Source: an optimization exercise on an open RTL-to-GDS flow (aim: small area and few clock cycles). Production flows keep margins and buffers that such runs may drop. At most, simulation tests tie the RTL to the original design; equivalence was not proved. Power figures rest on the tool's default switching activity, not on a simulated workload. The flow treats the clock pin as an ideal source, which a real chip does not have.

Setup of 03-27:
// dive2d
module dive2d (i_clk, i_reset, i_datax, i_datay, i_start, o_read, o_data, o_address, o_valid, o_bussy);
For scale: roughly 2,500 cells after synthesis, about 2,200 flip-flops, about 110 I/O pins, about 47,000 um2 of cells after synthesis.
export LEC_CHECK = 0
export CAP_MARGIN = 20
export CORE_MARGIN = 2
export CORE_UTILIZATION = 70
export PLACE_DENSITY = 0.8
export SLEW_MARGIN = 20
create_clock -name core_clock -period 10.0 [get_ports {i_clk}]
standard.sh (not shown) runs the stock make flow with config.mk's settings and CLKGATE_MAP_FILE= SYNTH_SCRIPT=/design/flow/synth_recipe.tcl, a recipe that flattens the netlist after the stock synthesis.
==> flow/flow/run.sh <==
#!/bin/bash
# Standard ORFS layout (the standard.sh), with CTS run without dummy loads
# and larger sink clusters, and the ports buffered with buf_1.
set -uo pipefail
export CTS_ARGS="-sink_clustering_enable -repair_clock_nets -dont_use_dummy_load -sink_clustering_size 30 -sink_clustering_max_diameter 60"
export BUFFER_PORTS_ARGS="-buffer_cell sky130_fd_sc_hd__buf_1"
bash standard.sh > standard.log 2>&1
Nothing crashed in 03-27 and all stages finished; the problem is that the final layout failed, the offending checks being setup timing.
Inputs modified between 03-27 and 05-12:
Settings: setting CTS_CLUSTER_DIAMETER to 60 for the first time; setting CTS_CLUSTER_SIZE to 30 for the first time.
==> flow/run.sh (new file) <==
#!/bin/bash
# synth_recipe.tcl (not shown) runs the flow's synth.tcl, then flattens the netlist and writes it again
# the make line also repeats each setting of config.mk as NAME=value (left out here)
make -C /OpenROAD-flow-scripts/flow DESIGN_CONFIG=/design/flow/config.mk WORK_HOME=/design/flow/orfs CLKGATE_MAP_FILE= SYNTH_SCRIPT=/design/flow/synth_recipe.tcl finish
removed: flow/flow/run.sh
removed: flow/standard.sh
### Flow results
In 05-12 the implementation completed, yet the final layout does not meet the checks, the culprit being setup timing. There was hardly any difference in total sequential power between 05-12 and 03-27. On sequential share of layout area, the lower figure sits with 05-12, not 03-27. Compare 03-27 and 05-12 | post-layout minimum cycle time lower: 05-12. 05-12 vs. 03-27: final critical-path share of the clock period went down 0.90 points, combined buffer and inverter count along the critical path saw a decrease.
No functional check of the RTL was part of any run of this note.

The RTL this note starts from:
==> flow/design.v <==
module fifo (i_clk, i_reset, i_wr, i_data, i_rd,  o_data );
  parameter WIDTH = 8;  
  parameter M_WIDTH  = 8;  
  input wire i_clk;
  input wire i_reset;
  input wire i_wr;
  input wire [(WIDTH-1):0] i_data;
  input wire i_rd;
  output reg [(WIDTH-1):0] o_data;
  reg o_full;
  reg o_empty;
  reg [(WIDTH-1):0] fifo_mem [0:(1<<M_WIDTH)-1];  
  wire w_wr = (i_wr && !o_full);  
  wire w_rd = i_rd &&!o_empty;    
  reg [M_WIDTH:0] wr_addr;  
  reg [M_WIDTH:0] rd_addr;
  always @ (posedge i_clk) begin
    if (i_reset) begin
        wr_addr <= 0;
        rd_addr <= 0;
    end else begin
    if (w_wr)
        wr_addr <= wr_addr + 1;
    if (w_rd)
        rd_addr <= rd_addr + 1;
    end
  end
  always @ (posedge i_clk) begin
    if (w_wr)
        fifo_mem[wr_addr[M_WIDTH-1:0]] <= i_data;
    if (w_rd)
        o_data <= fifo_mem[rd_addr[M_WIDTH-1:0]];
  end
  reg [M_WIDTH:0] o_fill;
  always @ (*)
    o_fill = wr_addr - rd_addr;
  always @ (*)
    o_empty = (o_fill == 0);
  always @ (*)
    o_full = (o_fill == {1'b1,{(M_WIDTH){1'b0}} });
endmodule  
module dive2d (i_clk, i_reset, i_datax, i_datay, i_start, o_read, o_data, o_address, o_valid, o_bussy);
  input  wire        i_clk;
  input  wire        i_reset;
  input  wire [31:0] i_datax;
  input  wire [31:0] i_datay;
  input  wire        i_start;
  output wire        o_read;
  output wire [31:0] o_data;
  output wire [11:0] o_address;
  output wire        o_valid;
  output wire        o_bussy;
  reg  [31:0] dl [0:62];    
  reg  [31:0] d63;          
  reg  [31:0] c0;           
  reg  [31:0] r_data;
  reg         r_valid;
  reg  [12:0] cnt;          
  reg         busy, rd, dv;
  wire x0   = (cnt[5:0] == 6'd63);                                   
  wire x63  = (cnt[5:0] == 6'd62);                                   
  wire fin  = busy & cnt[12] & ~cnt[6] & (cnt[5:0] == 6'd63) & ~dv;   
  wire last = busy & cnt[12] & cnt[6] & (cnt[5:0] == 6'd0);           
  wire [31:0] f;
  cia_add #(.N(32), .L1(11), .L2(22)) add_f (.a(x63 ? c0 : dl[62]), .b(i_datay), .ci(1'b0), .s(f));
  wire [31:0] a  = d63;
  wire [31:0] b  = ~i_datax;
  wire [31:0] e  = ~i_datay;
  wire [31:0] s1 = a ^ b ^ e;
  wire [31:0] c1 = (a & b) | (a & e) | (b & e);
  wire [31:0] u1 = {c1[30:0], 1'b1};
  wire [31:0] r;
  cia_add #(.N(32), .L1(11), .L2(22)) add_r (.a(s1), .b(u1), .ci(1'b1), .s(r));
  integer i;
  always @(posedge i_clk) begin
    dl[0] <= i_datax;
    for (i = 1; i < 63; i = i + 1)
      dl[i] <= dl[i-1];
    d63 <= x63 ? dl[62] : f;
    if (x0)
      c0 <= r;
    else if (x63)
      c0 <= f;
    r_data <= x0 ? c0 : r;
  end
  always @(posedge i_clk) begin
    if (i_reset) begin
      busy    <= 1'b0;
      rd      <= 1'b0;
      dv      <= 1'b0;
      r_valid <= 1'b0;
    end else begin
      dv      <= rd;
      r_valid <= (dv & (cnt[12:6] != 7'd0) & (cnt[12:6] != 7'h7f)) | fin;
      if (i_start) begin
        busy <= 1'b1;
        rd   <= 1'b1;
      end else begin
        if (last)
          busy <= 1'b0;
        if (cnt[12] & ~cnt[6] & (cnt[5:0] == 6'd61))
          rd <= 1'b0;
      end
    end
  end
  always @(posedge i_clk) begin
    if (i_start)
      cnt <= 13'h1ffe;
    else
      cnt <= cnt + 13'd1;
  end
  wire [5:0] row = cnt[11:6] - {5'd0, (cnt[5:0] == 6'd0)};
  assign o_read    = rd;
  assign o_bussy   = busy;
  assign o_valid   = r_valid;
  assign o_data    = r_data;
  assign o_address = {row, cnt[5:0]};
endmodule
module cia_add #(parameter N = 32, L1 = 16, L2 = 32) (a, b, ci, s);
  input  wire [N-1:0] a, b;
  input  wire         ci;
  output wire [N-1:0] s;
  wire [N:0]   k;      
  wire [N-1:0] s0;     
  wire [N:0]   p;      
  wire [N:0]   bc;     
  genvar g;
  generate
    for (g = 0; g < N; g = g + 1) begin : bt
      wire kin = (g == 0) ? ci : ((g == L1 || g == L2) ? 1'b0 : k[g]);
      assign s0[g]  = a[g] ^ b[g] ^ kin;
      assign k[g+1] = (a[g] & b[g]) | (a[g] & kin) | (b[g] & kin);
      if (g < L1) begin : lo
        assign s[g] = s0[g];
      end else begin : hi
        wire pin = (g == L1 || g == L2) ? 1'b1 : p[g];
        assign p[g+1] = pin & s0[g];
        wire cin = (g < L2) ? bc[L1] : bc[L2];
        assign s[g] = s0[g] ^ (cin & pin);
      end
    end
  endgenerate
  assign bc[L1] = k[L1];
  assign bc[L2] = (L2 < N) ? (k[L2] | (bc[L1] & p[L2])) : 1'b0;
endmodule
export LEC_CHECK = 0
export CAP_MARGIN = 20
export CORE_MARGIN = 2
export CORE_UTILIZATION = 75
export PLACE_DENSITY = 0.85
export SLEW_MARGIN = 20
create_clock -name core_clock -period 10.0 [get_ports {i_clk}]
==> flow/flow/run.sh <==
#!/bin/bash
# Standard ORFS layout (the standard.sh) with two changes: CTS without
# dummy loads, clustering 12 sinks per clkbuf_4, and the ports buffered with buf_1.
set -uo pipefail
export CTS_ARGS="-sink_clustering_enable -repair_clock_nets -dont_use_dummy_load -sink_clustering_size 12 -sink_clustering_max_diameter 35 -buf_list sky130_fd_sc_hd__clkbuf_4"
export BUFFER_PORTS_ARGS="-buffer_cell sky130_fd_sc_hd__buf_1"
bash standard.sh > standard.log 2>&1
Testbench counts at the start, summed over its fixed seeds: cycles 99,912.
Edit:
Settings changed: CORE_UTILIZATION 75 to 70, PLACE_DENSITY 0.85 to 0.8.
What happened:
- The new run finished clean
- sequential share of layout area hardly moves
- register-to-register slack gains 210 ps
- final area barely changes
- non-clock buffer count rises by 1
- first-iteration DRC count does not change
- area after synthesis is unchanged
- sequential power stays flat
- wire length falls by 6.8%
Edit:
==> flow/flow/run.sh (replaced) <==
#!/bin/bash
# Standard ORFS layout (the standard.sh) with two changes: CTS without
# dummy loads, clustering 10 sinks per clkbuf_4, and the ports buffered with buf_1.
set -uo pipefail
export CTS_ARGS="-sink_clustering_enable -repair_clock_nets -dont_use_dummy_load -sink_clustering_size 10 -sink_clustering_max_diameter 40 -buf_list sky130_fd_sc_hd__clkbuf_4"
export BUFFER_PORTS_ARGS="-buffer_cell sky130_fd_sc_hd__buf_1"
bash standard.sh > standard.log 2>&1
Outcome: The new run completed without violations. Non-clock buffer count is unchanged. Sequential power barely changes. Sequential share of layout area falls by 0.38 points. Hold slack gains 23 ps.
Edit:
==> flow/flow/run.sh (replaced) <==
#!/bin/bash
# Standard ORFS layout (the standard.sh) with two changes: CTS without
# dummy loads, clustering 11 sinks per clkbuf_4, and the ports buffered with buf_1.
set -uo pipefail
export CTS_ARGS="-sink_clustering_enable -repair_clock_nets -dont_use_dummy_load -sink_clustering_size 11 -sink_clustering_max_diameter 40 -buf_list sky130_fd_sc_hd__clkbuf_4"
export BUFFER_PORTS_ARGS="-buffer_cell sky130_fd_sc_hd__buf_1"
bash standard.sh > standard.log 2>&1
Settings changed: CORE_UTILIZATION 70 to 75, PLACE_DENSITY 0.8 to 0.85.
Result:
- routed wire length is higher by about 6%
- clock skew hardly moves
- clock power is lower by about 3%
- final cell count is lower by about 1.3%
- total power hardly moves
- via count stays flat
- utilization is higher by 4.8 points
- clock-buffer cell count is lower by 19
- worst hold slack is about the same

-- what the ideal ports hide --
The results above use ideal ports. As a check the final layouts listed here were re-extracted and re-timed, cells and wires unchanged. Step 1 sets driving cells, clkbuf_16 on the clock port and buf_2 on the other inputs (assumed; they add their load-dependent delay and slew). Step 2 times the ports against the registers' clock, not the clock port: input delays grow and output delays shrink by t, the midpoint of the rising clock arrivals with the driver on. a / b / c = ideal ports / drivers / drivers and shift; a / b = the first two.
run | t (ns) | setup slack, ns | worst setup path after step 2 | clock arrival spread, ns
03-27 | 0.694 | -3.505 / -3.482 / -4.176 | input to register | 0.061 / 0.062
05-12 | 0.721 | -3.415 / -3.387 / -4.108 | input to register | 0.029 / 0.030
the first run of note 2 | 1.060 | 1.303 / 1.340 / 0.280 | input to register | 0.114 / 0.114
the second run of note 2 | 1.006 | 1.109 / 1.136 / 0.131 | input to register | 0.128 / 0.129
the third run of note 2 | 1.106 | 1.194 / 1.227 / 0.121 | input to register | 0.090 / 0.090
the fourth run of note 2 | 1.063 | 1.377 / 1.413 / 0.350 | input to register | 0.075 / 0.075
The setup slack of the third run of note 2, which loses most, moves by +0.033 ns with the drivers and by -1.073 ns with both steps.
